Context: an optimization exercise on an open-source flow, tuned for small area, a short achievable clock period and few clock cycles. The choices shown serve that exercise and are no tape-out recipe.
RTL that was checked went through simulation tests only; none was proved equivalent to the original.
No functional check of the RTL was part of run 2.

--- design/flow/config.mk ---
export PLATFORM = sky130hd
export DESIGN_NAME = ALU
export DESIGN_NICKNAME = ALU
export VERILOG_FILES = /design/flow/design.v
export SDC_FILE = /design/flow/constraint.sdc
export NUM_CORES = 4
export LEC_CHECK = 0
export CAP_MARGIN = 20
export CORE_MARGIN = 2
export CORE_UTILIZATION = 40
export SLEW_MARGIN = 20
--- design/flow/constraint.sdc ---
create_clock -name core_clock -period 5.0 [get_ports {clk}]
set_input_delay 1.0000 -clock core_clock [delete_from_list [all_inputs] [get_ports {clk}]]
set_output_delay 1.0000 -clock core_clock [all_outputs]
set_load 0.01 [all_outputs]
--- design/flow/design.v ---
module ALU(
    clk,
    rst_n,
    valid,
    ready,
    mode,
    in_A,
    in_B,
    out
);
    input         clk, rst_n;
    input         valid;
    input  [1:0]  mode;  
    output        ready;
    input  [31:0] in_A, in_B;
    output [63:0] out;
    parameter IDLE = 3'd0;
    parameter MUL  = 3'd1;
    parameter DIV  = 3'd2;
    parameter AND = 3'd3;
    parameter OR = 3'd4;
    parameter OUT  = 3'd5;
    reg  [ 2:0] state, state_nxt;
    reg  [ 4:0] counter, counter_nxt;
    reg  [63:0] shreg, shreg_nxt;
    reg  [31:0] alu_in, alu_in_nxt;
    reg  [32:0] alu_out;
    reg ready_reg;
    assign ready=ready_reg;
    assign out=shreg;
    always @(*) begin
        case(state)
            IDLE: begin
                ready_reg=0;
                if(valid)
                    if(mode==0)
                        state_nxt = MUL;
                    else if(mode==1)
                        state_nxt = DIV;
                    else if(mode==2)
                        state_nxt = AND;
                    else if(mode==3)
                        state_nxt = OR;
                    else
                        state_nxt = IDLE;
                else
                    state_nxt = IDLE;
            end
            MUL : begin
                if( counter < 31)
                    begin
                        state_nxt = MUL;
                        ready_reg=0;
                    end
                else
                    begin
                        state_nxt = OUT;
                        ready_reg=0;
                    end
            end
            DIV : begin
                if( counter < 31)
                    begin
                        state_nxt = DIV;
                        ready_reg=0;
                    end
                else
                    begin
                        state_nxt = OUT;
                        ready_reg=0;
                    end
            end  
            AND : begin
                state_nxt = OUT;
                ready_reg=0;
            end
            OR  : begin
                state_nxt = OUT;
                ready_reg=0;
            end
            OUT : begin
                state_nxt = IDLE;
                ready_reg=1;
            end
            default : begin
                state_nxt = IDLE;
                ready_reg=0;
            end
        endcase
    end
    always @(*) begin
        case(state)
            MUL: begin
                counter_nxt = counter + 1;
            end
            DIV: begin
                counter_nxt = counter + 1;
            end
            default: counter_nxt = 0;
        endcase 
    end
    always @(*) begin
        case(state)
            IDLE: begin
                if (valid) alu_in_nxt = in_B;
                else       alu_in_nxt = 0;
            end
            OUT : alu_in_nxt = 0;
            default: alu_in_nxt = alu_in;
        endcase
    end
    always @(*) begin
        case(state)
            MUL: begin
                alu_out = shreg[63:32]+ alu_in[31:0];
            end
            DIV : begin
                alu_out = shreg[62:31]- alu_in[31:0];
            end
            AND : begin
                alu_out = shreg[31:0] & alu_in[31:0];
            end
            OR : begin
                alu_out = shreg[31:0] | alu_in[31:0];
            end
            default:begin
                alu_out = 0;
            end
        endcase
    end
    always @(*) begin
        case(state)
            IDLE: begin
                shreg_nxt[63:32]=0;
                if (valid) shreg_nxt[31:0] = in_A;
                else       shreg_nxt[31:0] = 0;
            end
            MUL: begin
                if(shreg[0]==1) begin
                    shreg_nxt[63:31] = alu_out;
                    shreg_nxt[30:0] = shreg[31:1];
                end
                else begin
                    shreg_nxt = shreg >> 1;
                end
            end
            DIV : begin
                if(shreg[62:31] >= alu_in) begin 
                    shreg_nxt[63:32] = alu_out;
                    shreg_nxt[31:1] = shreg[30:0];
                    shreg_nxt[0]=1; 
                end
                else begin
                    shreg_nxt = shreg << 1;
                end
            end
            AND: begin
                shreg_nxt[63:32]=0;
                shreg_nxt[31:0]=alu_out[31:0];
            end
            OR: begin
                shreg_nxt[63:32]=0;
                shreg_nxt[31:0]=alu_out[31:0];
            end
            default: begin
                shreg_nxt = 0;
            end
        endcase
    end
    always @(posedge clk or negedge rst_n) begin
        if (!rst_n) begin
            state <= IDLE;
            alu_in <= 0;
            counter <= 0;
            shreg <= 0;
        end
        else begin
            state <= state_nxt;
            alu_in <= alu_in_nxt;
            counter <= counter_nxt;
            shreg <= shreg_nxt;
        end
    end
endmodule
--- design/flow/run.sh ---
#!/bin/bash
# synth_recipe.tcl (not shown) runs the flow's synth.tcl, then flattens the netlist and writes it again
# the make line also repeats each setting of config.mk as NAME=value (left out here)
make -C /OpenROAD-flow-scripts/flow DESIGN_CONFIG=/design/flow/config.mk WORK_HOME=/design/flow/orfs CLKGATE_MAP_FILE= SYNTH_SCRIPT=/design/flow/synth_recipe.tcl finish
==> results_dict.tcl, run 1 <==
set metrics [dict create \
    status "finished clean" \
    synth_top_area_share 0.278 \
    hold_slack_ns 0.460 \
    port_buffers 133 \
    post_cts_buffers 0 \
    drv_slew 0 \
    grt_remaining_overflow 0 \
    drc_errors 0 \
    fillers 2246 \
    slew_headroom 0.395 \
    final.setup_skew_ns 0.0131 \
    post-place-cells 1540 \
    finalCriticalPeriod_ns 3.78 \
    n_antenna_cell 0 \
    yosysTopAreaCell "dfrtp_1" \
    tightest_slew_ns 0.905 \
    yosys-top-cells-area "dfrtp_1 28%, ha_1 9.0%, a21oi_1 6.8%, a22oi_1 3.9%, mux2i_1 3.6%" \
    utilization 0.497 \
    gp_congestion 0.967 \
    cts.sinks 104 \
    yosys_register_bits 104 \
    num_rows 55 \
    htree_levels 3 \
    ys_seq_area_frac 0.278 \
    cp.required_ns 5.30 \
    grt_pass1_wl_um 52800 \
    dr_total_vias 9660 \
    die_width_um 157 \
    grt_max_degree 53 \
    max_cap_violations 0 \
    initial_utilization 0.411 \
    r2r.worst_path.cells 11 \
    cts_buffers 9 \
    ctsResizeCount 0 \
    synthCells 1143 \
    final_cell_mix "132 x clkdlybuf4s50_1, 128 x a21oi_1, 103 x dfrtp_1, 82 x nand2_1" \
    async_flop_share 1.00 \
    firstDrtPassIters 8 \
    grt_pass1_vias 9300 \
    yosysWarnings 1 \
    syn_avg_cell_area_um2 8.19 \
    crit_type "reg -> reg" \
    syn_area_mm2 0.00936 \
    synth-edff-count 0 \
    antenna_found_initial 0 \
    reg2reg_setup_slack_ns 1.22 \
    synthFlopType "dfrtp_1" \
    setup_violations 0 \
    die_h_um 157 \
    routed_via_density 6.21 \
    grt_usage 0.275 \
    layout_commonest_cell "clkdlybuf4s50_1" \
    cts_root_buf "clkbuf_16" \
    synth.net_count 1281 \
    cts_tree "built" \
    instances_no_fill 1556 \
    area_delta_synth_final_pct 20.9 \
    start_kind "flip-flop" \
    dieArea_mm2 0.0246 \
    layout-drive-gt1-share 0.0475 \
    fmax_ghz 0.264 \
    routed_wl_um 33700 \
    fin_crit_sh 0.756 \
    tns_ns 0 \
    ios 134 \
    drt-wirelength-per-cell_um 21.6 \
    whs_path_depth 1 \
    worstHoldPathType "reg -> reg" \
    nets 1376 \
    hold_viol 0 \
    detail_route.iter0.violations 906 \
    cts_buffer_depth 2 \
    synth.distinct_cells 71 \
    clk_latency_ns 0.37 \
    rsz0062_at_grt "false" \
    cp-end-kind "flip-flop" \
    hpwlAfterDp_um 24500 \
    cp.arrival_ns 4.08 \
    clk_pin_slew_ns 0.08 \
    core_region_area_mm2 0.0228 \
    crit_fanout 19 \
    ant_nets 0 \
    holdBufCountCts 0 \
]
==> sequential cells by signal (all words and copies together), names as in the netlist <==
signal and cells:
alu_in 32, state 3, shreg 64, counter 5
==> through the flow <==
stage,area [um^2],setup WS [ns]
after floorplan,9360,2.00
after CTS,11300,1.28
after global routing,11300,1.01
after global placement,11000,1.33
final,11300,1.22
after detailed placement,11000,1.29
==> final timing paths <==
path / start / end
setup / recovery: alu_in[10] / shreg[53]
hold / removal: counter[0] / counter[0]
setup reg to reg: alu_in[10] / shreg[53]
hold reg to reg: counter[0] / counter[0]
max in group asynchronous: rst_n / shreg[57]
min in group asynchronous: rst_n / alu_in[14]
==> cell families after synthesis <==
kind of cell | after synthesis | synth area share
adder cells (fa/ha/maj) | 69 | 0.0939
flip-flops | 104 | 0.278
AND/OR/NAND/NOR | 292 | 0.151
AO/OA/AOI/OAI | 472 | 0.340
XOR/XNOR | 51 | 0.0477
multiplexers | 35 | 0.0376
buffers and inverters | 120 | 0.0512
==> layer usage <==
layer  vias up  global-route usage  routed length (um)
met5         -                   0                   0
met4         0              0.0887                 819
met3        57              0.0413                2040
met2       361               0.437               15400
met1      4692               0.383               15400
li1       4550                   -                   -
==> cell type report <==
type / instances / area [um^2] / area share
clock inverter: 6 / 90.1 / 0.00796
inverter: 49 / 184 / 0.0163
timing repair buffer: 155 / 1490 / 0.132
tap: 313 / 392 / 0.0346
multi-input combinational: 919 / 6310 / 0.558
clock buffer: 10 / 239 / 0.0211
sequential: 104 / 2600 / 0.230
==> cell usage after synthesis (3+ instances only) <==
library cell	number
a31oi_1	21
a221oi_1	4
a22o_1	32
or4_1	3
inv_1	49
buf_4	3
a222oi_1	9
a22oi_1	48
nor2_1	71
a21boi_0	3
o211ai_1	30
o21ai_0	62
or3_1	18
o31a_1	4
o31ai_1	3
xnor2_1	33
o32ai_1	8
and3_1	21
a2bb2oi_1	8
a211oi_1	11
buf_1	8
nand2b_1	11
or2_2	3
nor2b_1	13
o22ai_1	25
o21a_1	9
a21oi_1	128
o2111ai_1	3
mux2i_1	34
ha_1	67
nor3_1	8
nand3_1	33
a21o_1	25
o21bai_1	8
o221ai_1	7
dfrtp_1	104
nand4_1	10
and2_1	9
a32oi_1	3
xor2_1	18
clkbuf_1	56
nand2_1	83
==> critical path, cell delays in order (launching register included) <==
cell and delay (ns):
dfrtp_1 0.44, inv_1 0.08, ha_1 0.45, nand4_1 0.18
or3_1 0.41, a21oi_2 0.17, nor3b_2 0.11, o41ai_4 0.45
o21ai_2 0.15, o211a_1 0.58, or4_1 0.61, nand3_1 0.08
Testbench counts, summed over its fixed seeds: cycles 59,665.
==> inputs of run 2 (changes only) <==
==> design/flow/design.v (replaced) <==
module ALU(
    clk,
    rst_n,
    valid,
    ready,
    mode,
    in_A,
    in_B,
    out
);
    input         clk, rst_n;
    input         valid;
    input  [1:0]  mode;  
    output        ready;
    input  [31:0] in_A, in_B;
    output [63:0] out;
    localparam S_IDLE = 3'd0;
    localparam S_PREP = 3'd1;
    localparam S_MUL  = 3'd2;
    localparam S_DIV  = 3'd3;
    localparam S_DONE = 3'd4;
    reg  [2:0]  state;
    reg         isdiv;
    reg  [4:0]  cnt;       
    reg  [63:0] X;         
    reg  [31:0] Y;         
    assign ready = (state == S_DONE);
    assign out   = X;
    function [5:0] clz32;
        input [31:0] v;
        reg   [31:0] t;
        reg          z16, z8, z4, z2, z1;
        begin
            z16 = ~|v[31:16];  t = z16 ? {v[15:0], 16'd0} : v;
            z8  = ~|t[31:24];  t = z8  ? {t[23:0],  8'd0} : t;
            z4  = ~|t[31:28];  t = z4  ? {t[27:0],  4'd0} : t;
            z2  = ~|t[31:30];  t = z2  ? {t[29:0],  2'd0} : t;
            z1  = ~t[31];
            clz32 = (v == 32'd0) ? 6'd32 : {1'b0, z16, z8, z4, z2, z1};
        end
    endfunction
    wire [31:0] A = X[31:0];
    wire [31:0] B = Y;
    wire [5:0]  za = clz32(A);
    wire [5:0]  zb = clz32(B);
    wire        a_short = (za >= zb);           
    wire [31:0] M  = a_short ? A : B;           
    wire [31:0] C  = a_short ? B : A;           
    wire [5:0]  zm = a_short ? za : zb;
    wire [4:0]  dsh = zb[4:0] - za[4:0];        
    wire [4:0]  sh  = isdiv ? dsh : zm[4:0];
    wire [31:0] sin = isdiv ? B : M;
    wire [31:0] shl = sin << sh;
    wire [63:0] madd = {X[62:0], 1'b0} + (X[63] ? {32'd0, Y} : 64'd0);
    wire [32:0] dsub = {1'b0, X[63:32]} - {1'b0, Y};
    wire        q    = ~dsub[32];
    always @(posedge clk or negedge rst_n) begin
        if (!rst_n) begin
            state <= S_IDLE;
        end else begin
            case (state)
                S_IDLE: if (valid) state <= mode[1] ? S_DONE : S_PREP;
                S_PREP: begin
                    if (isdiv) begin
                        if (zb[5] || za > zb) state <= S_DONE;
                        else                  state <= S_DIV;
                    end else begin
                        if (zm[5] || zm[4:0] == 5'd31) state <= S_DONE;
                        else                           state <= S_MUL;
                    end
                end
                S_MUL:  if (cnt == 5'd0) state <= S_DONE;
                S_DIV:  if (cnt == 5'd0) state <= S_DONE;
                default: state <= S_IDLE;
            endcase
        end
    end
    always @(posedge clk) begin
        case (state)
            S_IDLE: begin
                isdiv <= mode[0];
                Y     <= in_B;
                X     <= {32'd0, (mode == 2'd2) ? (in_A & in_B) :
                                 (mode == 2'd3) ? (in_A | in_B) : in_A};
            end
            S_PREP: begin
                if (isdiv) begin
                    cnt <= dsh;
                    Y   <= shl;
                    if (zb[5]) X <= {A, 32'hFFFF_FFFF};
                    else       X <= {A, 32'd0};
                end else begin
                    cnt <= 5'd30 - zm[4:0];
                    Y   <= C;
                    if (zm[5]) X <= 64'd0;
                    else       X <= {shl[30:0], 1'b0, C};
                end
            end
            S_MUL: begin
                cnt <= cnt - 5'd1;
                X   <= madd;
            end
            S_DIV: begin
                cnt <= cnt - 5'd1;
                Y   <= Y >> 1;
                X   <= {q ? dsub[31:0] : X[63:32], X[30:0], q};
            end
            default: ;
        endcase
    end
endmodule
==> results_dict.tcl, run 2 <==
set metrics [dict create \
    cp-end-kind "flip-flop" \
    timing.rr.start "X[22]" \
    worstPathCellList "nor4_4, buf_4, nand3_4, mux2_4, buf_6, a21o_1, o211ai_1, nand2b_1, o22ai_4, ha_4, nand2b_4, a21o_1, a221oi_4, buf_6, o211ai_1, buf_4, nand3_4, mux2i_2, a311o_1, buf_6, mux2i_4, a21oi_4, a221oi_4, a31oi_1" \
    num_rows 69 \
    holdBufCountCts 0 \
    cts_root_buf "clkbuf_16" \
    cts_buffer_depth 2 \
    min_to "cnt[0]" \
    initial_utilization 0.407 \
    synthCells 1867 \
    setup_violations 69 \
    cp_slowest_cell "a311o_1" \
    seq_area_mm2 0.00314 \
    hpwlAfterDp_um 66300 \
    grt_pass1_wl_um 122000 \
    synth_top_area_share 0.212 \
    yosysTopAreaCell "edfxtp_1" \
    hold_viol 0 \
    routed_wl_um 86700 \
    min_from "cnt[0]" \
    dieArea_mm2 0.0377 \
    syn_avg_cell_area_um2 7.75 \
    yosys-top-cells-area "edfxtp_1 21%, ha_1 6.7%, a21oi_1 6.3%, o21ai_0 5.8%, mux2i_1 4.8%" \
    largest_reg_flops 64 \
    gp_congestion 1.05 \
    cp.arrival_ns 5.88 \
    final.setup_skew_ns 0.0134 \
    cts.sinks 105 \
    status "finished with violations" \
    reg2reg_setup_slack_ns -0.80 \
    finish.instance_area_mm2 0.0224 \
    dp_slack_ns -1.41 \
    tightest_slew_ns 1.30 \
    htree_levels 3 \
    r2r.worst_path.cells 24 \
    synthFlopType "edfxtp_1" \
    layout_commonest_cell "buf_4" \
    crit_type "reg -> reg" \
    drt-wirelength-per-cell_um 30.0 \
    cts_tree "built" \
    drv_slew 0 \
    die_width_um 194 \
    core_region_area_mm2 0.0356 \
    cts_buffers 9 \
    syn_area_mm2 0.0145 \
    firstDrtPassIters 8 \
    finalCriticalPeriod_ns 5.80 \
    grt_pass1_vias 17800 \
    die_h_um 194 \
    largestRegisters "X x64, Y x32, cnt x5" \
    nets 2570 \
    grt_usage 0.441 \
    start_kind "flip-flop" \
    yosysWarnings 1 \
    multi_input_area_mm2 0.0124 \
    antenna_found_initial 3 \
    cp.required_ns 5.08 \
    dr_total_vias 19100 \
    async_flop_share 0.0286 \
    routed_via_density 6.61 \
    regMostFlops "X" \
    synthMostInstantiatedCell "a21oi_1" \
    grt_max_degree 103 \
    crit_fanout 5 \
    synth.distinct_cells 101 \
    dpl_cell_area_mm2 0.0196 \
    failed_checks "negative setup slack" \
    n_antenna_cell 0 \
    setup_slack_ns -0.804 \
    whs_path_depth 1 \
    drc_errors 0 \
    clk_pin_slew_ns 0.08 \
    crit_top_cell "buf_6" \
    max_cap_violations 0 \
    cp_slowest_stage_delay_ns 0.45 \
    area_delta_synth_final_pct 54.6 \
    ios 134 \
    fin_crit_sh 1.16 \
    utilization 0.629 \
    layout-drive-gt1-share 0.344 \
    synth.net_count 2017 \
    fillers 3208 \
    port_buffers 133 \
    final_cell_mix "450 x buf_4, 144 x nand2_1, 142 x nor2_1, 142 x a21oi_1, 133 x clkdlybuf4s50_1" \
    fmax_ghz 0.172 \
    ys_seq_area_frac 0.217 \
    synth-edff-count 102 \
    clk_latency_ns 0.39 \
    rsz0062_at_grt "true" \
    reg2reg_to "Y[28]" \
    grt_remaining_overflow 0 \
    slew_headroom 0.129 \
    tns_ns -37.29 \
    worstHoldPathType "reg -> reg" \
    netlist_top_cells_count "181 x a21oi_1, 167 x o21ai_0, 161 x nor2_1" \
    ant_nets 0 \
    detail_route.iter0.violations 2619 \
    yosys_register_bits 105 \
]
## run 2: cell types whose count changed after synthesis, moves of 26 or more
cell and delta:
mux2i_1 +35, inv_1 +29, nor2_1 +90, dfrtp_1 -101
and2_1 +30, o21ai_0 +105, a211oi_1 +29, a21oi_1 +53
edfxtp_1 +102, a22o_1 -31, nor3_1 +44, clkbuf_1 +26
nand2_1 +71, xor2_1 +26
## run 2: critical path: cells and delay by family (launching register included)
family | cells | cell delay, ns
buf+inv | 5 | 0.93
flops | 1 | 0.43
compound gates | 10 | 2.54
mux | 3 | 0.61
simple gates | 5 | 0.74
fa+ha+maj | 1 | 0.24
## run 2: cells by family (layout without fill, tap and decap cells)
group / count (synthesis) / in the layout / synth area share
xor gates and xnor gates: 95 / 95 / 0.0575
muxes: 94 / 94 / 0.0715
adders and majority gates: 81 / 81 / 0.0716
buffers and inverters: 191 / 749 / 0.0547
and+or+nand+nor: 568 / 568 / 0.191
AOI/OAI and AO/OA: 733 / 733 / 0.337
DFF: 105 / 105 / 0.217
## run 2: area by class of cell
class                      instances  share of cell area
clock inverter                     6             0.00297
sequential                       105               0.140
timing repair buffer             653               0.254
multi-input combinational       1571               0.554
tap                              461              0.0258
clock buffer                      10              0.0102
inverter                          80              0.0134
## run 2: metal layers
layer | wire length (um) | up-vias | track usage
li1 | - | 8245 | -
met1 | 32600 | 9123 | 0.579
met2 | 37000 | 1361 | 0.663
met3 | 10500 | 340 | 0.0958
met4 | 6450 | 6 | 0.257
met5 | 137 | - | 0.0217
## run 2: timing repair
| item | in CTS | in global routing |
|---|---|---|
| endpoints found under the setup margin | 102 | 94 |
| gates cloned | 1 | 3 |
| pin swaps | 52 | 66 |
| resized for setup | 205 | 203 |
| endpoints found under the hold margin | 0 | 0 |
| setup buffers | 44 | 27 |
## run 2: how the worst max path moves through the flow
stage | cells after the start | startpoint | slack (ns) | end
2_1_floorplan | 22 | X[22] | -0.19 | X[63]
3_3_place_gp | 23 | Y[21] | -1.43 | Y[28]
3_5_place_dp | 23 | Y[21] | -1.41 | Y[28]
4_1_cts | 26 | X[23] | -0.70 | X[61]
5_1_grt | 26 | X[26] | -0.96 | X[61]
6_report | 24 | X[22] | -0.80 | Y[28]
## run 2: metrics by stage
stage / hold WS (ns) / instances
2_1_floorplan: 0.584 / 1867
3_3_place_gp: 0.654 / 2801
4_1_cts: 0.670 / 2861
6_report: 0.660 / 2886
3_5_place_dp: 0.656 / 2801
5_1_grt: 0.671 / 2886
==> inputs of run 3 (changes only) <==
==> design/flow/design.v (replaced) <==
module ALU(
    clk,
    rst_n,
    valid,
    ready,
    mode,
    in_A,
    in_B,
    out
);
    input         clk, rst_n;
    input         valid;
    input  [1:0]  mode;  
    output        ready;
    input  [31:0] in_A, in_B;
    output [63:0] out;
    localparam S_IDLE = 3'd0;
    localparam S_PREP = 3'd1;
    localparam S_MUL  = 3'd2;
    localparam S_DIV  = 3'd3;
    localparam S_DONE = 3'd4;
    reg  [2:0]  state;
    reg         isdiv;     
    reg         swap;      
    reg         fin;       
    reg         fill;      
    reg  [4:0]  cnt;       
    reg  [63:0] X;         
    reg  [31:0] Y;         
    assign ready = (state == S_DONE);
    assign out   = X;
    function [5:0] clz32;
        input [31:0] v;
        reg   [31:0] t;
        reg          z16, z8, z4, z2, z1;
        begin
            z16 = ~|v[31:16];  t = z16 ? {v[15:0], 16'd0} : v;
            z8  = ~|t[31:24];  t = z8  ? {t[23:0],  8'd0} : t;
            z4  = ~|t[31:28];  t = z4  ? {t[27:0],  4'd0} : t;
            z2  = ~|t[31:30];  t = z2  ? {t[29:0],  2'd0} : t;
            z1  = ~t[31];
            clz32 = (v == 32'd0) ? 6'd32 : {1'b0, z16, z8, z4, z2, z1};
        end
    endfunction
    wire [5:0]  za = clz32(in_A);
    wire [5:0]  zb = clz32(in_B);
    wire        b_short = (zb > za);            
    wire [5:0]  zm = b_short ? zb : za;         
    wire [4:0]  dsh = zb[4:0] - za[4:0];        
    wire [31:0] sin = (isdiv | swap) ? Y : X[31:0];
    wire [31:0] shl = sin << cnt;
    wire [31:0] C   = swap ? X[31:0] : Y;       
    wire [63:0] madd = {X[62:0], 1'b0} + (X[63] ? {32'd0, Y} : 64'd0);
    wire [32:0] dsub = {1'b0, X[63:32]} - {1'b0, Y};
    wire        q    = ~dsub[32];
    always @(posedge clk or negedge rst_n) begin
        if (!rst_n) begin
            state <= S_IDLE;
        end else begin
            case (state)
                S_IDLE: if (valid) state <= mode[1] ? S_DONE : S_PREP;
                S_PREP: state <= fin ? S_DONE : (isdiv ? S_DIV : S_MUL);
                S_MUL, S_DIV: if (&cnt) state <= S_DONE;
                default: state <= S_IDLE;
            endcase
        end
    end
    always @(posedge clk) begin
        case (state)
            S_PREP: begin
                if (isdiv) begin
                    cnt <= ~cnt;
                    Y   <= shl;
                    X   <= {X[63:32], {32{fill}}};
                end else begin
                    cnt <= cnt + 5'd1;
                    Y   <= C;
                    X   <= {shl[30:0], 1'b0, fill ? 32'd0 : C};
                end
            end
            S_MUL: begin
                cnt <= cnt + 5'd1;
                X   <= madd;
            end
            S_DIV: begin
                cnt <= cnt + 5'd1;
                Y   <= Y >> 1;
                X   <= {q ? dsub[31:0] : X[63:32], X[30:0], q};
            end
            default: begin  
                isdiv <= mode[0];
                swap  <= b_short;
                if (mode[0]) begin
                    cnt  <= dsh;
                    fin  <= (za > zb) | zb[5];
                    fill <= zb[5];
                end else begin
                    cnt  <= zm[4:0];
                    fin  <= (zm >= 6'd31);
                    fill <= zm[5];
                end
                Y <= in_B;
                X <= {mode[1] ? 32'd0 : in_A,
                      (mode == 2'd2) ? (in_A & in_B) :
                      (mode == 2'd3) ? (in_A | in_B) : in_A};
            end
        endcase
    end
endmodule
==> results_dict.tcl, run 3 <==
set metrics [dict create \
    rsz0062_at_grt "false" \
    firstDrtPassIters 7 \
    largest_reg_flops 64 \
    cp_slowest_cell "clkdlybuf4s50_1" \
    final_cell_mix "198 x o21ai_0, 190 x a21oi_1, 178 x nand2_1, 139 x nor2_1, 133 x clkdlybuf4s50_1" \
    grt_max_degree 82 \
    area_delta_synth_final_pct 18.7 \
    holdBufCountCts 0 \
    max_cap_violations 0 \
    cp_slowest_stage_delay_ns 0.55 \
    syn_avg_cell_area_um2 7.68 \
    grt_remaining_overflow 0 \
    yosysWarnings 1 \
    ctsResizeCount 0 \
    num_rows 67 \
    routed_wl_um 63900 \
    reg2reg_to "X[24]" \
    synth_top_area_share 0.149 \
    syn_area_mm2 0.0137 \
    clk_pin_slew_ns 0.08 \
    grt_pass1_wl_um 94400 \
    cp-end-kind "flip-flop" \
    fmax_ghz 0.215 \
    dieArea_mm2 0.0358 \
    synthFlopType "edfxtp_1" \
    start_kind "input port" \
    reg2reg_setup_slack_ns 0.44 \
    async_flop_share 0.0278 \
    synth-edff-count 68 \
    tightest_slew_ns 1.10 \
    synth.distinct_cells 97 \
    grt_pass1_vias 14800 \
    core_region_area_mm2 0.0336 \
    worstHoldPathType "reg -> reg" \
    gp_congestion 1.07 \
    antenna_found_initial 1 \
    final.setup_skew_ns 0.0149 \
    cp.depth 19 \
    cts_buffer_depth 2 \
    layout_commonest_cell "o21ai_0" \
    cp.required_ns 5.32 \
    hpwlAfterDp_um 50500 \
    clk_latency_ns 0.40 \
    drt-wirelength-per-cell_um 26.8 \
    layout-drive-gt1-share 0.102 \
    cts_tree "built" \
    post_cts_buffers 0 \
    cts_buffers 9 \
    ios 134 \
    htree_levels 3 \
    initial_utilization 0.408 \
    drv_slew 0 \
    min_to "state[1]" \
    finalCriticalPeriod_ns 4.65 \
    crit_type "in -> reg" \
    largestRegisters "X x64, Y x32, cnt x5" \
    routed_via_density 6.57 \
    synthMostInstantiatedCell "o21ai_0" \
    synthCells 1784 \
    ys_seq_area_frac 0.209 \
    dr_total_vias 15600 \
    tns_ns 0 \
    slew_headroom 0.267 \
    setup_violations 0 \
    cts_root_buf "clkbuf_16" \
    nets 2075 \
    r2r.worst_path.cells 12 \
    fin_crit_sh 0.929 \
    hold_viol 0 \
    timing.rr.start "X[63]" \
    grt_usage 0.352 \
    cp_top_family "compound AO/OA/AOI/OAI gates" \
    die_width_um 189 \
    status "finished clean" \
    yosys_register_bits 108 \
    cts.sinks 108 \
    whs_path_depth 2 \
    synth.net_count 1932 \
    yosysTopAreaCell "edfxtp_1" \
    regMostFlops "X" \
    cp.arrival_ns 4.97 \
    drc_errors 0 \
    detail_route.iter0.violations 2110 \
    worstPathCellList "clkdlybuf4s50_1, nor4_1, buf_4, and4_1, mux2_2, o21ai_0, o221ai_1, nand4b_1, o311ai_1, buf_4, ha_1, fa_1, inv_1, a21o_1, a21oi_1, xor2_1, nand2_1, o21ai_0, o22ai_1" \
    port_buffers 133 \
    yosys-top-cells-area "edfxtp_1 15%, o21ai_0 7.2%, a21oi_1 6.9%, ha_1 6.9%, dfxtp_1 5.4%" \
    cp.buffers_inverters 4 \
    netlist_top_cells_count "198 x o21ai_0, 190 x a21oi_1, 178 x nand2_1" \
    min_from "fin" \
    crit_fanout 3 \
    fillers 3398 \
    die_h_um 189 \
    ant_nets 0 \
]
==> run 3: worst reg2reg max path: stages (launching register included) <==
cell and delay, ns:
edfxtp_1 0.75, buf_4 0.37, and2_1 0.17, ha_1 0.36
inv_1 0.06, o31a_1 0.30, o21ai_0 0.43, a31oi_1 0.28
o311ai_0 0.94, a21oi_1 0.18, xnor2_1 0.23, a211oi_1 0.30
a21oi_1 0.06
==> run 3: logic make-up (layout without fill, tap and decap cells) <==
| logic type | Yosys count | in the layout | share of synthesized area |
|---|---|---|---|
| flip-flops | 108 | 108 | 0.209 |
| multiplexers | 106 | 106 | 0.106 |
| buffers and inverters | 187 | 335 | 0.0546 |
| AND/OR/NAND/NOR | 548 | 548 | 0.193 |
| other | 0 | 1 | 0 |
| AO/OA/AOI/OAI | 677 | 677 | 0.313 |
| adder cells (fa/ha/maj) | 79 | 79 | 0.0738 |
| XOR/XNOR | 79 | 79 | 0.0505 |
==> run 3: worst max path at each step <==
stage / start / end / slack (ns)
global route: in_B[26] / fin / 0.15
detailed placement: in_B[20] / cnt[4] / 0.05
CTS: in_B[23] / cnt[4] / 0.45
global placement: in_B[20] / cnt[4] / 0.13
finish: in_B[23] / cnt[4] / 0.35
floorplan: X[32] / X[32] / 0.80
==> run 3: stage by stage <==
step / utilization / hold WS (ns) / cells / worst slack [ns] / instance area (um^2)
after floorplan: - / 0.527 / 1784 / 0.802 / 13700
after global placement: 0.475 / 0.645 / 2364 / 0.130 / 16000
after detailed placement: 0.476 / 0.635 / 2364 / 0.0498 / 16000
after CTS: 0.484 / 0.652 / 2380 / 0.455 / 16300
after global routing: 0.484 / 0.665 / 2380 / 0.151 / 16300
final: 0.484 / 0.646 / 2381 / 0.354 / 16300
==> run 3: cell type report <==
class,count,area (um^2),area share
antenna,1,2.50,0.000154
clock buffer,10,229,0.0141
clock inverter,6,56.3,0.00346
inverter,79,297,0.0182
multi-input combinational,1489,10100,0.623
sequential,108,2860,0.176
tap,448,561,0.0344
timing repair buffer,240,2130,0.131
==> run 3: routing by layer <==
layer  up-vias  track usage  wire length, um
li1       7044            -                -
met1      7448        0.465            26000
met2       987        0.541            27900
met3       159       0.0654             6130
met4         0        0.196             3850
met5         -            0                0
Testbench counts of run 3, summed over its fixed seeds: cycles 20,171.
==> inputs of run 4 (changes only) <==
==> design/flow/design.v (replaced) <==
module ALU(
    clk,
    rst_n,
    valid,
    ready,
    mode,
    in_A,
    in_B,
    out
);
    input         clk, rst_n;
    input         valid;
    input  [1:0]  mode;  
    output        ready;
    input  [31:0] in_A, in_B;
    output [63:0] out;
    localparam S_IDLE = 3'd0;
    localparam S_PREP = 3'd1;
    localparam S_MUL  = 3'd2;
    localparam S_DIV  = 3'd3;
    localparam S_DONE = 3'd4;
    reg  [2:0]  state;
    reg         isdiv;     
    reg  [5:0]  za;        
    reg  [5:0]  zb;        
    reg  [4:0]  cnt;       
    reg  [63:0] X;         
    reg  [31:0] Y;         
    assign ready = (state == S_DONE);
    assign out   = X;
    function [5:0] clz32;
        input [31:0] v;
        reg   [3:0]  nib;
        reg   [1:0]  pos;
        integer      k;
        begin
            clz32 = 6'd32;
            for (k = 0; k < 8; k = k + 1) begin
                nib = v[4*k +: 4];
                pos = nib[3] ? 2'd0 : nib[2] ? 2'd1 : nib[1] ? 2'd2 : 2'd3;
                if (|nib) clz32 = {1'b0, 3'd7 - k[2:0], pos};
            end
        end
    endfunction
    wire        swap = (zb > za);               
    wire [5:0]  zm   = swap ? zb : za;          
    wire [4:0]  dsh  = zb[4:0] - za[4:0];       
    wire        fin  = isdiv ? ((za > zb) | zb[5]) : (zm >= 6'd31);
    wire        fill = isdiv ? zb[5] : zm[5];   
    wire [31:0] sin  = (isdiv | swap) ? Y : X[31:0];
    wire [31:0] shl  = sin << (isdiv ? dsh : zm[4:0]);
    wire [31:0] C    = swap ? X[31:0] : Y;      
    function [32:0] add32;
        input [31:0] a, b;
        input        ci;
        reg   [31:0] g, p, gn, pn;
        integer      l, i, j;
        begin
            p = a ^ b;
            g = a & b;
            g[0] = g[0] | (p[0] & ci);
            for (l = 0; l < 5; l = l + 1) begin
                gn = g; pn = p;
                for (i = 0; i < 32; i = i + 1)
                    if ((i >> l) & 1) begin
                        j = ((i >> l) << l) - 1;
                        gn[i] = g[i] | (p[i] & g[j]);
                        pn[i] = p[i] & p[j];
                    end
                g = gn; p = pn;
            end
            add32 = {g[31], a ^ b ^ {g[30:0], ci}};
        end
    endfunction
    function [31:0] inc32;
        input [31:0] a;
        input        ci;
        reg   [31:0] p, pn;
        integer      l, i, j;
        begin
            p = a;
            for (l = 0; l < 5; l = l + 1) begin
                pn = p;
                for (i = 0; i < 32; i = i + 1)
                    if ((i >> l) & 1) begin
                        j = ((i >> l) << l) - 1;
                        pn[i] = p[i] & p[j];
                    end
                p = pn;
            end
            inc32 = a ^ ({p[30:0], 1'b1} & {32{ci}});
        end
    endfunction
    wire [32:0] madd = add32({X[30:0], 1'b0}, Y & {32{X[63]}}, 1'b0);
    wire [31:0] mhi  = inc32(X[62:31], madd[32]);
    wire [31:0] mlo  = madd[31:0];
    wire [32:0] dadd = add32(X[63:32], ~Y, 1'b1);
    wire [31:0] dsub = dadd[31:0];
    wire        q    = dadd[32];                
    always @(posedge clk or negedge rst_n) begin
        if (!rst_n) begin
            state <= S_IDLE;
        end else begin
            case (state)
                S_IDLE: if (valid) state <= mode[1] ? S_DONE : S_PREP;
                S_PREP: state <= fin ? S_DONE : (isdiv ? S_DIV : S_MUL);
                S_MUL, S_DIV: if (&cnt) state <= S_DONE;
                default: state <= S_IDLE;
            endcase
        end
    end
    always @(posedge clk) begin
        case (state)
            S_PREP: begin
                if (isdiv) begin
                    cnt <= ~dsh;
                    Y   <= shl;
                    X   <= {X[63:32], {32{fill}}};
                end else begin
                    cnt <= zm[4:0] + 5'd1;
                    Y   <= C;
                    X   <= {shl[30:0], 1'b0, fill ? 32'd0 : C};
                end
            end
            S_MUL: begin
                cnt <= cnt + 5'd1;
                X   <= {mhi, mlo};
            end
            S_DIV: begin
                cnt <= cnt + 5'd1;
                Y   <= Y >> 1;
                X   <= {q ? dsub : X[63:32], X[30:0], q};
            end
            default: begin  
                isdiv <= mode[0];
                za    <= clz32(in_A);
                zb    <= clz32(in_B);
                Y <= in_B;
                X <= {mode[1] ? 32'd0 : in_A,
                      (mode == 2'd2) ? (in_A & in_B) :
                      (mode == 2'd3) ? (in_A | in_B) : in_A};
            end
        endcase
    end
endmodule
--- a/design/flow/config.mk
+++ b/design/flow/config.mk
@@ -9,3 +9,4 @@
 export CORE_MARGIN = 2
 export CORE_UTILIZATION = 40
+export SETUP_SLACK_MARGIN = 2.2
 export SLEW_MARGIN = 20
==> results_dict.tcl, run 4 <==
set metrics [dict create \
    status "finished clean" \
    cp_slowest_stage_delay_ns 0.47 \
    dr_total_vias 16600 \
    final_cell_mix "176 x buf_4, 148 x a21oi_1, 131 x nand2_1, 124 x nor2_1, 109 x clkdlybuf4s50_1" \
    max_cap_violations 0 \
    synth_top_area_share 0.185 \
    drv_slew 0 \
    detail_route.iter0.violations 2392 \
    worstPathCellList "buf_12, buf_16, and2_1, ha_4, o21a_1, o21ai_2, nand4bb_4, a211o_4, a211oi_4, buf_12, o2111a_2, buf_12, nand3_4, xnor2_1, a222oi_1, o31ai_1" \
    layout_commonest_cell "buf_4" \
    layout-drive-gt1-share 0.338 \
    num_rows 66 \
    grt_pass1_vias 16000 \
    crit_top_cell "buf_12" \
    firstDrtPassIters 9 \
    synthFlopType "edfxtp_1" \
    hpwlAfterDp_um 46300 \
    top_usage_layer "met2" \
    grt_remaining_overflow 0 \
    ys_seq_area_frac 0.239 \
    synth.distinct_cells 76 \
    syn_avg_cell_area_um2 7.85 \
    cts.sinks 117 \
    die_h_um 186 \
    fmax_ghz 0.243 \
    crit_fanout 6 \
    post-place-cells 2225 \
    cts_tree "built" \
    cts_root_buf "clkbuf_16" \
    dieArea_mm2 0.0347 \
    yosysTopAreaCell "edfxtp_1" \
    clk_latency_ns 0.45 \
    tightest_slew_ns 1.14 \
    grt_max_degree 33 \
    utilization 0.635 \
    dpl_cell_area_mm2 0.0157 \
    cts_buffers 17 \
    rsz0062_at_grt "true" \
    start_kind "flip-flop" \
    cp.arrival_ns 4.29 \
    async_flop_share 0.0256 \
    largestRegisters "X x64, Y x32" \
    grt_use_met1 0.478 \
    yosysWarnings 1 \
    yosys_register_bits 117 \
    cts_buffer_depth 2 \
    fillers 2633 \
    yosys-top-cells-area "edfxtp_1 19%, mux2i_1 7.9%, ha_1 7.1%, a21oi_1 6.6%, dfxtp_1 4.8%" \
    grt_usage 0.380 \
    hold_slack_ns 0.665 \
    final.setup_skew_ns 0.0134 \
    holdBufCountCts 0 \
    drt-wirelength-per-cell_um 28.2 \
    gp_congestion 0.988 \
    clk_pin_slew_ns 0.06 \
    cp_slowest_cell "edfxtp_1" \
    initial_utilization 0.408 \
    setup_violations 0 \
    ant_nets 0 \
    setup_slack_ns 0.888 \
    routed_via_density 6.70 \
    regMostFlops "X" \
    cp.required_ns 5.17 \
    worstHoldPathType "reg -> reg" \
    cp_top_family "compound AO/OA/AOI/OAI gates" \
    fin_crit_sh 0.822 \
    cp-end-kind "flip-flop" \
    cp.buffers_inverters 4 \
    crit_type "reg -> reg" \
    synthMostInstantiatedCell "a21oi_1" \
    synth-edff-count 82 \
    syn_area_mm2 0.0133 \
    finish.instance_area_mm2 0.0207 \
    finalCriticalPeriod_ns 4.11 \
    largest_reg_flops 64 \
    synth.net_count 1850 \
    drc_errors 0 \
    dp_slack_ns 0.0651 \
    grt_util_met2 0.574 \
    grt_util_met3 0.115 \
    ios 134 \
    nets 2175 \
    routed_wl_um 69800 \
    instances_no_fill 2476 \
    tns_ns 0 \
    port_buffers 133 \
    hold_viol 0 \
    netlist_top_cells_count "176 x a21oi_1, 152 x nor2_1, 147 x nand2_1" \
    area_delta_synth_final_pct 55.6 \
    die_width_um 186 \
    grt_pass1_wl_um 100000 \
    synthCells 1695 \
    core_region_area_mm2 0.0326 \
    antenna_found_initial 3 \
    slew_headroom 0.243 \
    htree_levels 4 \
]
run 4: cell count changes in the layout (fill, tap and decap cells not counted), moves of 26 or more:
cell,previous run,this run
o21ai_0,198,76
buf_12,0,26
buf_4,107,176
nand2_1,178,131
mux2i_4,0,31
ha_1,76,50
a221oi_1,42,7
o21ai_1,4,36
a21oi_1,190,148
buf_6,0,54
mux4_2,31,0
run 4: repair_timing:
item                                   4_1_cts  5_1_grt
gates resized for setup                    411      151
setup endpoints to repair                  146      145
pin swaps                                  136       87
gates cloned                                 9        1
endpoints found under the hold margin        0        0
buffers inserted                           133       74
run 4: layer usage:
metal / up-vias / part of all wire
met5: - / 0.00017
met4: 2 / 0.068
met3: 359 / 0.13
met2: 1319 / 0.43
met1: 7894 / 0.37
li1: 7009 / -
run 4: cells by family after synthesis:
kind of cell,count (synthesis),share of synthesized area
DFF,117,0.239
xor gates and xnor gates,87,0.0573
and+or+nand+nor,496,0.174
muxes,118,0.0917
adders and majority gates,86,0.0865
buffers and inverters,194,0.0612
AOI/OAI and AO/OA,597,0.291
run 4: final timing paths:
kind / cells after the start / to / startpoint / slack (ns)
setup / recovery: 16 / X[50] / X[63] / 0.89
hold / removal: 1 / cnt[0] / cnt[0] / 0.67
setup reg to reg: 16 / X[50] / X[63] / 0.89
hold reg to reg: 1 / cnt[0] / cnt[0] / 0.67
max in group asynchronous: 1 / state[1] / rst_n / 4.11
min in group asynchronous: 1 / state[0] / rst_n / 0.74
run 4: final cells by class:
cell class / instances / area [um^2] / area share
Multi-Input combinational cell: 1387 / 11900 / 0.575
Antenna cell: 1 / 2.50 / 0.000121
Clock inverter: 10 / 176 / 0.00852
Inverter: 92 / 345 / 0.0167
Sequential cell: 117 / 3180 / 0.153
Tap cell: 442 / 553 / 0.0267
Timing Repair Buffer: 405 / 4080 / 0.197
Clock buffer: 22 / 464 / 0.0224
Testbench counts of run 4, summed over its fixed seeds: cycles 20,171.
==> inputs of run 5 (changes only) <==
--- a/design/flow/config.mk
+++ b/design/flow/config.mk
@@ -6,7 +6,7 @@
 export NUM_CORES = 4
 export LEC_CHECK = 0
+export ABC_AREA = 1
 export CAP_MARGIN = 20
 export CORE_MARGIN = 2
 export CORE_UTILIZATION = 40
-export SETUP_SLACK_MARGIN = 2.2
 export SLEW_MARGIN = 20
==> results_dict.tcl, run 5 <==
set metrics [dict create \
    yosysWarnings 1 \
    cp.arrival_ns 4.40 \
    setup_slack_ns 0.786 \
    hold_viol 0 \
    antenna_found_initial 0 \
    start_kind "flip-flop" \
    min_to "state[0]" \
    synth.distinct_cells 56 \
    ys_seq_area_frac 0.223 \
    yosys-top-cells-area "nand2_1 18%, edfxtp_1 17%, nand3_1 11%, inv_1 8.1%, ha_1 6.7%" \
    holdBufCountCts 0 \
    die_width_um 193 \
    cts.sinks 117 \
    layout_commonest_cell "nand2_1" \
    synth-edff-count 82 \
    synth_top_area_share 0.178 \
    r2r.worst_path.cells 16 \
    slew_headroom 0.320 \
    final.setup_skew_ns 0.0130 \
    reg2reg_to "X[38]" \
    finish.instance_area_mm2 0.0165 \
    crit_top_cell "nand2_1" \
    dieArea_mm2 0.0371 \
    routed_via_density 5.90 \
    synthFlopType "edfxtp_1" \
    max_cap_violations 0 \
    synthMostInstantiatedCell "nand2_1" \
    gp_congestion 1.00 \
    clk_latency_ns 0.45 \
    final_cell_mix "673 x nand2_1, 321 x nand3_1, 304 x inv_1, 140 x o21ai_0" \
    cp_slowest_stage_delay_ns 0.92 \
    highest_layer "met4" \
    drt-wirelength-per-cell_um 22.5 \
    yosysTopAreaCell "nand2_1" \
    tns_ns 0 \
    grt_pass1_vias 15900 \
    synthCells 2321 \
    layout-drive-gt1-share 0.0489 \
    dpl_cell_area_mm2 0.0159 \
    drv_slew 0 \
    drc_errors 0 \
    crit_type "reg -> reg" \
    regMostFlops "X" \
    grt_max_degree 71 \
    grt_remaining_overflow 0 \
    reg2reg_setup_slack_ns 0.79 \
    finalCriticalPeriod_ns 4.21 \
    tightest_slew_ns 1.02 \
    cts_buffer_depth 2 \
    ios 134 \
    ant_nets 0 \
    num_rows 69 \
    whs_path_depth 2 \
    m1WireLength_um 26500 \
    cp-end-kind "flip-flop" \
    netlist_top_cells_count "673 x nand2_1, 321 x nand3_1, 305 x inv_1" \
    yosys_register_bits 117 \
    dr_total_vias 17000 \
    nets 2556 \
    worstPathCellList "nand2_1, inv_1, ha_1, nand2_1, nor2_1, a211oi_1, o21ai_2, nand3_1, nand2_2, nand3_1, nand2_2, buf_4, nand2_1, nand2_1, a21oi_1, o211ai_1" \
    clk_pin_slew_ns 0.06 \
    setup_violations 0 \
    htree_levels 4 \
    grt_pass1_wl_um 97300 \
    status "finished clean" \
    port_buffers 133 \
    grt_usage 0.354 \
    rsz0062_at_grt "false" \
    initial_utilization 0.403 \
    cts_buffers 17 \
    syn_area_mm2 0.0142 \
    firstDrtPassIters 6 \
    synth.net_count 2476 \
    detail_route.iter0.violations 1924 \
    n_antenna_cell 0 \
    largest_reg_flops 64 \
    met2_length_um 28600 \
    ctsResizeCount 0 \
    hpwlAfterDp_um 49300 \
    fin_crit_sh 0.843 \
    async_flop_share 0.0256 \
    cp.required_ns 5.19 \
    fmax_ghz 0.237 \
    syn_avg_cell_area_um2 6.13 \
    cts_root_buf "clkbuf_16" \
    dp_slack_ns 0.920 \
    worstHoldPathType "reg -> reg" \
    cts_tree "built" \
    die_h_um 193 \
    cp_slowest_cell "edfxtp_1" \
    crit_fanout 29 \
    routed_wl_um 64800 \
    largestRegisters "X x64, Y x32" \
    area_delta_synth_final_pct 16.2 \
    min_from "state[0]" \
    wl_met3_um 5530 \
    timing.rr.start "X[63]" \
    core_region_area_mm2 0.0353 \
    post_cts_buffers 0 \
]
==> run 5: changes by cell type after synthesis, moves of 32 or more <==
cell / previous run / this run
nand3_1: 32 / 321
and3_1: 32 / 0
xor2_1: 41 / 5
mux2i_1: 105 / 0
nand2_1: 147 / 673
a21oi_1: 176 / 95
xnor2_1: 46 / 4
and2_1: 33 / 0
inv_1: 91 / 305
==> run 5: final cells by class <==
type / count / area, um^2
timing repair buffer: 166 / 1580
tap: 461 / 577
inverter: 313 / 1170
fill: 3770 / 18800
multi-input combinational: 1786 / 9360
sequential: 117 / 3180
clock buffer: 19 / 453
clock inverter: 13 / 204
==> run 5: logic make-up (layout without fill, tap and decap cells) <==
family | count (synthesis) | in the layout | share of synthesized area
AND/OR/NAND/NOR | 1259 | 1259 | 0.387
adder cells (fa/ha/maj) | 86 | 86 | 0.0810
buffers and inverters | 418 | 511 | 0.119
multiplexers | 1 | 1 | 0.000792
AO/OA/AOI/OAI | 431 | 431 | 0.183
XOR/XNOR | 9 | 9 | 0.00554
flip-flops | 117 | 117 | 0.223
==> run 5: stage by stage <==
stage	instances	util	hold WS [ns]
after floorplan	2321	-	0.497
after global placement	2842	0.449	0.547
after detailed placement	2842	0.449	0.555
after CTS	2874	0.468	0.570
after global routing	2875	0.468	0.607
final	2875	0.468	0.566
==> run 5: worst max-delay path: cells and delay by family, from the launching register on <==
kind | cells | cell delay, ns
and+or+nand+nor | 9 | 1.28
AOI/OAI and AO/OA | 4 | 1.02
DFF | 1 | 0.92
buffers and inverters | 2 | 0.47
adders and majority gates | 1 | 0.23
==> run 5: layer usage <==
metal	GRT usage	vias to the layer above
li1	-	7991
met1	0.463	7911
met2	0.552	891
met3	0.0478	157
met4	0.219	0
met5	0.00137	-
==> run 5: worst max-delay path by stage <==
stage	startpoint	to	cells past startpoint
CTS	X[63]	X[38]	16
finish	X[63]	X[38]	16
detailed placement	X[63]	X[49]	16
global route	X[63]	X[50]	18
global placement	X[63]	X[38]	16
floorplan	X[63]	X[33]	17
==> inputs of run 6 (changes only) <==
--- a/design/flow/config.mk
+++ b/design/flow/config.mk
@@ -10,3 +10,4 @@
 export CORE_MARGIN = 2
 export CORE_UTILIZATION = 40
+export SETUP_SLACK_MARGIN = 1.4
 export SLEW_MARGIN = 20
==> results_dict.tcl, run 6 <==
set metrics [dict create \
    status "finished clean" \
    netlist_top_cells_count "673 x nand2_1, 321 x nand3_1, 305 x inv_1" \
    slew_headroom 0.307 \
    hold_viol 0 \
    drc_errors 0 \
    gp_congestion 1.00 \
    synth-xor-area-share 0.00554 \
    yosys-top-cells-area "nand2_1 18%, edfxtp_1 17%, nand3_1 11%, inv_1 8.1%, ha_1 6.7%" \
    synth-compound-area-share 0.183 \
    synth_fa_ha_area_frac 0.0810 \
    cts_root_buf "clkbuf_16" \
    clk_latency_ns 0.45 \
    synth-edff-count 82 \
    area_delta_synth_final_pct 18.6 \
    grt_usage 0.355 \
    dr_total_vias 17200 \
    tns_ns 0 \
    regMostFlops "X" \
    nets 2578 \
    start_kind "flip-flop" \
    cts_tree "built" \
    grt_max_degree 71 \
    fin_crit_sh 0.691 \
    hpwlAfterDp_um 49300 \
    layout_commonest_cell "nand2_1" \
    drt-wirelength-per-cell_um 22.6 \
    routed_wl_um 65500 \
    max_cap_violations 0 \
    synth.distinct_cells 56 \
    die_width_um 193 \
    dieArea_mm2 0.0371 \
    fmax_ghz 0.289 \
    synth_top_area_share 0.178 \
    layout-drive-gt1-share 0.0620 \
    core_region_area_mm2 0.0353 \
    drv_slew 0 \
    syn_area_mm2 0.0142 \
    final_cell_mix "672 x nand2_1, 319 x nand3_1, 302 x inv_1, 139 x o21ai_0" \
    n_antenna_cell 0 \
    die_h_um 193 \
    synth_top_family_by_area "simple AND/OR/NAND/NOR gates" \
    firstDrtPassIters 6 \
    cts.sinks 117 \
    yosysWarnings 1 \
    yosysTopAreaCell "nand2_1" \
    htree_levels 4 \
    rsz0062_at_grt "true" \
    ant_nets 0 \
    detail_route.iter0.violations 1850 \
    initial_utilization 0.403 \
    synth.net_count 2476 \
    min_from "state[0]" \
    synthFlopType "edfxtp_1" \
    finalCriticalPeriod_ns 3.45 \
    tightest_slew_ns 1.04 \
    cts_buffers 17 \
    ys_seq_area_frac 0.223 \
    synthSimpleGateAreaFrac 0.387 \
    port_buffers 133 \
    worstHoldPathType "reg -> reg" \
    num_rows 69 \
    finish.instance_area_mm2 0.0169 \
    grt_remaining_overflow 0 \
    cts_buffer_depth 2 \
    setup.worst_path.start "zb[0]" \
    synthMostInstantiatedCell "nand2_1" \
    largest_reg_flops 64 \
    antenna_found_initial 0 \
    synthCells 2321 \
    routed_via_density 5.93 \
    crit_type "reg -> reg" \
    fillers 3742 \
    final.setup_skew_ns 0.0135 \
    crit_fanout 20 \
    cp-end-kind "flip-flop" \
    cp.required_ns 5.20 \
    cp.arrival_ns 3.66 \
    grt_pass1_vias 15900 \
    dpl_cell_area_mm2 0.0159 \
    ios 134 \
    setup_violations 0 \
    timing.rr.start "zb[0]" \
    async_flop_share 0.0256 \
    largestRegisters "X x64, Y x32" \
    syn_avg_cell_area_um2 6.13 \
    grt_pass1_wl_um 97700 \
    synth_mux_area_frac 0.000792 \
    yosys_register_bits 117 \
    clk_pin_slew_ns 0.06 \
]
-- run 6: cell counts after synthesis --
No cell type changed its count.
-- run 6: final timing paths --
kind                       slack (ns)  endpoint  depth (start not counted)
min in group asynchronous        0.74  state[1]                          1
min                              0.56  state[0]                          2
min reg2reg                      0.56  state[0]                          2
max reg2reg                      1.55     Y[20]                         15
max in group asynchronous        4.12  state[0]                          1
max                              1.55     Y[20]                         15
-- run 6: final cells by class --
cell class,instances,area (um^2),share of cell area
Tap cell,461,577,0.0342
Inverter,313,1180,0.0700
Clock inverter,13,204,0.0121
Timing Repair Buffer,186,1780,0.105
Clock buffer,19,453,0.0269
Sequential cell,117,3180,0.188
Multi-Input combinational cell,1788,9500,0.563
-- run 6: per-layer routing --
metal,vias up,share of wire,GRT usage
met5,-,0,0.00137
met1,8037,0.41,0.465
met2,916,0.44,0.550
met4,0,0.068,0.226
met3,163,0.081,0.0476
li1,8050,-,-
-- run 6: timing repair --
action                     CTS  global route
setup endpoints to repair   57            86
hold buffers                 0             0
buffers inserted             2            18
resized for setup            8            24
hold endpoints to repair     0             0
pin swaps                    1             4
cloned                       1             1
-- run 6: metrics by stage --
stage               instances  hold slack (ns)  setup slack (ns)   util
finish                   2897            0.561              1.55  0.478
global route             2897            0.607              1.39  0.478
CTS                      2877            0.570              1.45  0.470
detailed placement       2842            0.555             0.920  0.449
global placement         2842            0.547              1.06  0.449
floorplan                2321            0.497              1.82      -
-- run 6: cell families after synthesis --
logic type	count (synthesis)
AO/OA/AOI/OAI	431
flip-flops	117
buffers and inverters	418
adder cells (fa/ha/maj)	86
AND/OR/NAND/NOR	1259
multiplexers	1
XOR/XNOR	9
-- run 6: critical path, cell delays in order (launching register included) --
cell	delay [ns]
edfxtp_1	0.41
inv_1	0.09
ha_1	0.17
inv_1	0.06
fa_1	0.36
inv_1	0.09
nor2_1	0.05
a211oi_1	0.38
or2_2	0.19
nand3_1	0.08
nand2_1	0.25
clkinvlp_4	0.38
nand3_1	0.24
nand3_1	0.24
nand2_1	0.14
nand2_1	0.06
==> inputs of run 7 (changes only) <==
--- a/design/flow/config.mk
+++ b/design/flow/config.mk
@@ -10,4 +10,4 @@
 export CORE_MARGIN = 2
 export CORE_UTILIZATION = 40
-export SETUP_SLACK_MARGIN = 1.4
+export SETUP_SLACK_MARGIN = 0.8
 export SLEW_MARGIN = 20
==> results_dict.tcl, run 7 <==
set metrics [dict create \
    yosysTopAreaCell "nand2_1" \
    routed_via_density 5.89 \
    ant_nets 0 \
    finalCriticalPeriod_ns 3.77 \
    dieArea_mm2 0.0371 \
    fmax_ghz 0.266 \
    antenna_found_initial 0 \
    htree_levels 4 \
    crit_fanout 29 \
    area_delta_synth_final_pct 16.3 \
    synth.distinct_cells 56 \
    num_rows 69 \
    synthFlopType "edfxtp_1" \
    hpwlAfterDp_um 49300 \
    initial_utilization 0.403 \
    syn_area_mm2 0.0142 \
    clk_latency_ns 0.46 \
    routed_wl_um 64800 \
    largestRegisters "X x64, Y x32" \
    synth.net_count 2476 \
    setup_violations 0 \
    syn_avg_cell_area_um2 6.13 \
    drv_slew 0 \
    grt_pass1_wl_um 97300 \
    layout_commonest_cell "nand2_1" \
    firstDrtPassIters 6 \
    synth_top_area_share 0.178 \
    layout-drive-gt1-share 0.0497 \
    min_to "state[0]" \
    reg2reg_to "X[40]" \
    post-place-cells 2842 \
    ctsResizeCount 0 \
    cts_buffer_depth 2 \
    cp.arrival_ns 3.96 \
    detail_route.iter0.violations 1779 \
    fin_crit_sh 0.753 \
    async_flop_share 0.0256 \
    rsz0062_at_grt "false" \
    cp.required_ns 5.19 \
    tns_ns 0 \
    die_h_um 193 \
    max_cap_violations 0 \
    synthMostInstantiatedCell "nand2_1" \
    regMostFlops "X" \
    ios 134 \
    ys_seq_area_frac 0.223 \
    cp-end-kind "flip-flop" \
    grt_usage 0.354 \
    cts_tree "built" \
    grt_max_degree 71 \
    hold_viol 0 \
    netlist_top_cells_count "673 x nand2_1, 321 x nand3_1, 305 x inv_1" \
    yosys-top-cells-area "nand2_1 18%, edfxtp_1 17%, nand3_1 11%, inv_1 8.1%, ha_1 6.7%" \
    r2r.worst_path.cells 17 \
    timing.rr.start "X[63]" \
    tightest_slew_ns 1.00 \
    grt_remaining_overflow 0 \
    largest_reg_flops 64 \
    final.setup_skew_ns 0.0134 \
    cts_root_buf "clkbuf_16" \
    crit_type "reg -> reg" \
    worstHoldPathType "reg -> reg" \
    slew_headroom 0.330 \
    status "finished clean" \
    synth-edff-count 82 \
    drc_errors 0 \
    whs_path_depth 2 \
    gp_congestion 1.00 \
    cts.sinks 117 \
    cts_buffers 17 \
    synthCells 2321 \
    start_kind "flip-flop" \
    port_buffers 133 \
    min_from "state[0]" \
    yosys_register_bits 117 \
    dr_total_vias 16900 \
    n_antenna_cell 0 \
    instances_no_fill 2877 \
    core_region_area_mm2 0.0353 \
    final_cell_mix "673 x nand2_1, 321 x nand3_1, 304 x inv_1, 140 x o21ai_0" \
    drt-wirelength-per-cell_um 22.5 \
    nets 2558 \
    reg2reg_setup_slack_ns 1.23 \
    yosysWarnings 1 \
    clk_pin_slew_ns 0.06 \
    grt_pass1_vias 15900 \
    die_width_um 193 \
]
## run 7: area by class of cell
class / instances / area [um^2]
Clock inverter: 13 / 204
Multi-Input combinational cell: 1786 / 9360
Inverter: 313 / 1170
Fill cell: 3772 / 18800
Sequential cell: 117 / 3180
Clock buffer: 19 / 453
Tap cell: 461 / 577
Timing Repair Buffer: 168 / 1590
## run 7: how the worst max path moves through the flow
stage                     start     to  slack, ns  cells past startpoint
after floorplan           X[63]  X[33]       1.82                     17
after global placement    X[63]  X[38]       1.06                     16
after detailed placement  X[63]  X[49]       0.92                     16
after CTS                 X[63]  X[38]       0.89                     16
after global routing      X[63]  X[47]       0.88                     16
final                     X[63]  X[40]       1.23                     17
## run 7: worst max-delay path: stages (launching register included)
cell and delay (ns):
edfxtp_1 0.39, buf_4 0.22, buf_4 0.20, nand2_1 0.07, inv_1 0.04, ha_1 0.33, a21o_1 0.15, a21oi_1 0.07
o21bai_1 0.24, a21oi_1 0.12, nand2_2 0.25, nand3_1 0.19, nand2_2 0.41, buf_4 0.38, nand3_1 0.15, nand2_1 0.09
o21a_1 0.11, nand3_1 0.06
## run 7: cells by family (layout without fill, tap and decap cells)
group                      count (synthesis)  after routing  synth area share
AOI/OAI and AO/OA                        431            431             0.183
xor gates and xnor gates                   9              9           0.00554
adders and majority gates                 86             86            0.0810
buffers and inverters                    418            513             0.119
DFF                                      117            117             0.223
muxes                                      1              1          0.000792
and+or+nand+nor                         1259           1259             0.387
## run 7: layer usage
metal | GRT usage | part of all wire | up-vias | routed length, um
met5 | 0.00137 | 0 | - | 0
met4 | 0.219 | 0.064 | 0 | 4160
met3 | 0.0478 | 0.078 | 149 | 5020
met2 | 0.552 | 0.44 | 866 | 28700
met1 | 0.463 | 0.42 | 7918 | 26900
li1 | - | - | 8001 | -
## run 7: stage by stage
stage          utilization  hold slack (ns)  setup slack, ns  area (um^2)
2_1_floorplan            -            0.497             1.82        14200
3_3_place_gp         0.449            0.547             1.06        15900
3_5_place_dp         0.449            0.555            0.920        15900
4_1_cts              0.468            0.570            0.889        16500
5_1_grt              0.468            0.607            0.885        16500
6_report             0.468            0.565             1.23        16500
## run 7: timing repair
action                     in CTS  in global routing
buffers inserted                0                  2
hold buffers                    0                  0
setup endpoints to repair       0                 20

## static timing again, ports no longer ideal
No port has a modelled driver above. Below, the same layouts with a new extraction and two added sets of constraints. Step 1, drivers: a clkbuf_16 drives clk and a buf_2 each remaining input, both assumed. Step 2 also shifts input and output timing later by t, the mid clock arrival at the registers, as if the neighbouring blocks saw the same clock. Three values: no drivers, after step 1, after step 2; two values: the first two.
run | shift t [ns] | slack for setup (ns) | worst setup path at the end | clock arrival spread, ns | cell pins on the clock port's net
run 1 | 0.410 | 1.218 / 1.218 / 1.218 | register to register | 0.014 / 0.014 | 1
run 2 | 0.443 | -0.804 / -0.804 / -0.804 | register to register | 0.014 / 0.014 | 1
run 3 | 0.444 | 0.354 / 0.387 / -0.056 | input to register | 0.015 / 0.015 | 1
run 4 | 0.497 | 0.888 / 0.888 / 0.888 | register to register | 0.014 / 0.013 | 1
run 5 | 0.506 | 0.786 / 0.786 / 0.786 | register to register | 0.013 / 0.013 | 1
run 6 | 0.502 | 1.546 / 1.546 / 1.232 | input to register | 0.013 / 0.013 | 1
run 7 | 0.508 | 1.234 / 1.234 / 1.219 | input to register | 0.013 / 0.013 | 1
With both steps, setup timing fails in run 3, where it was met with ideal ports. For run 3, which loses most, drivers alone change the setup slack by +0.033 ns; drivers and shift together by -0.410 ns.
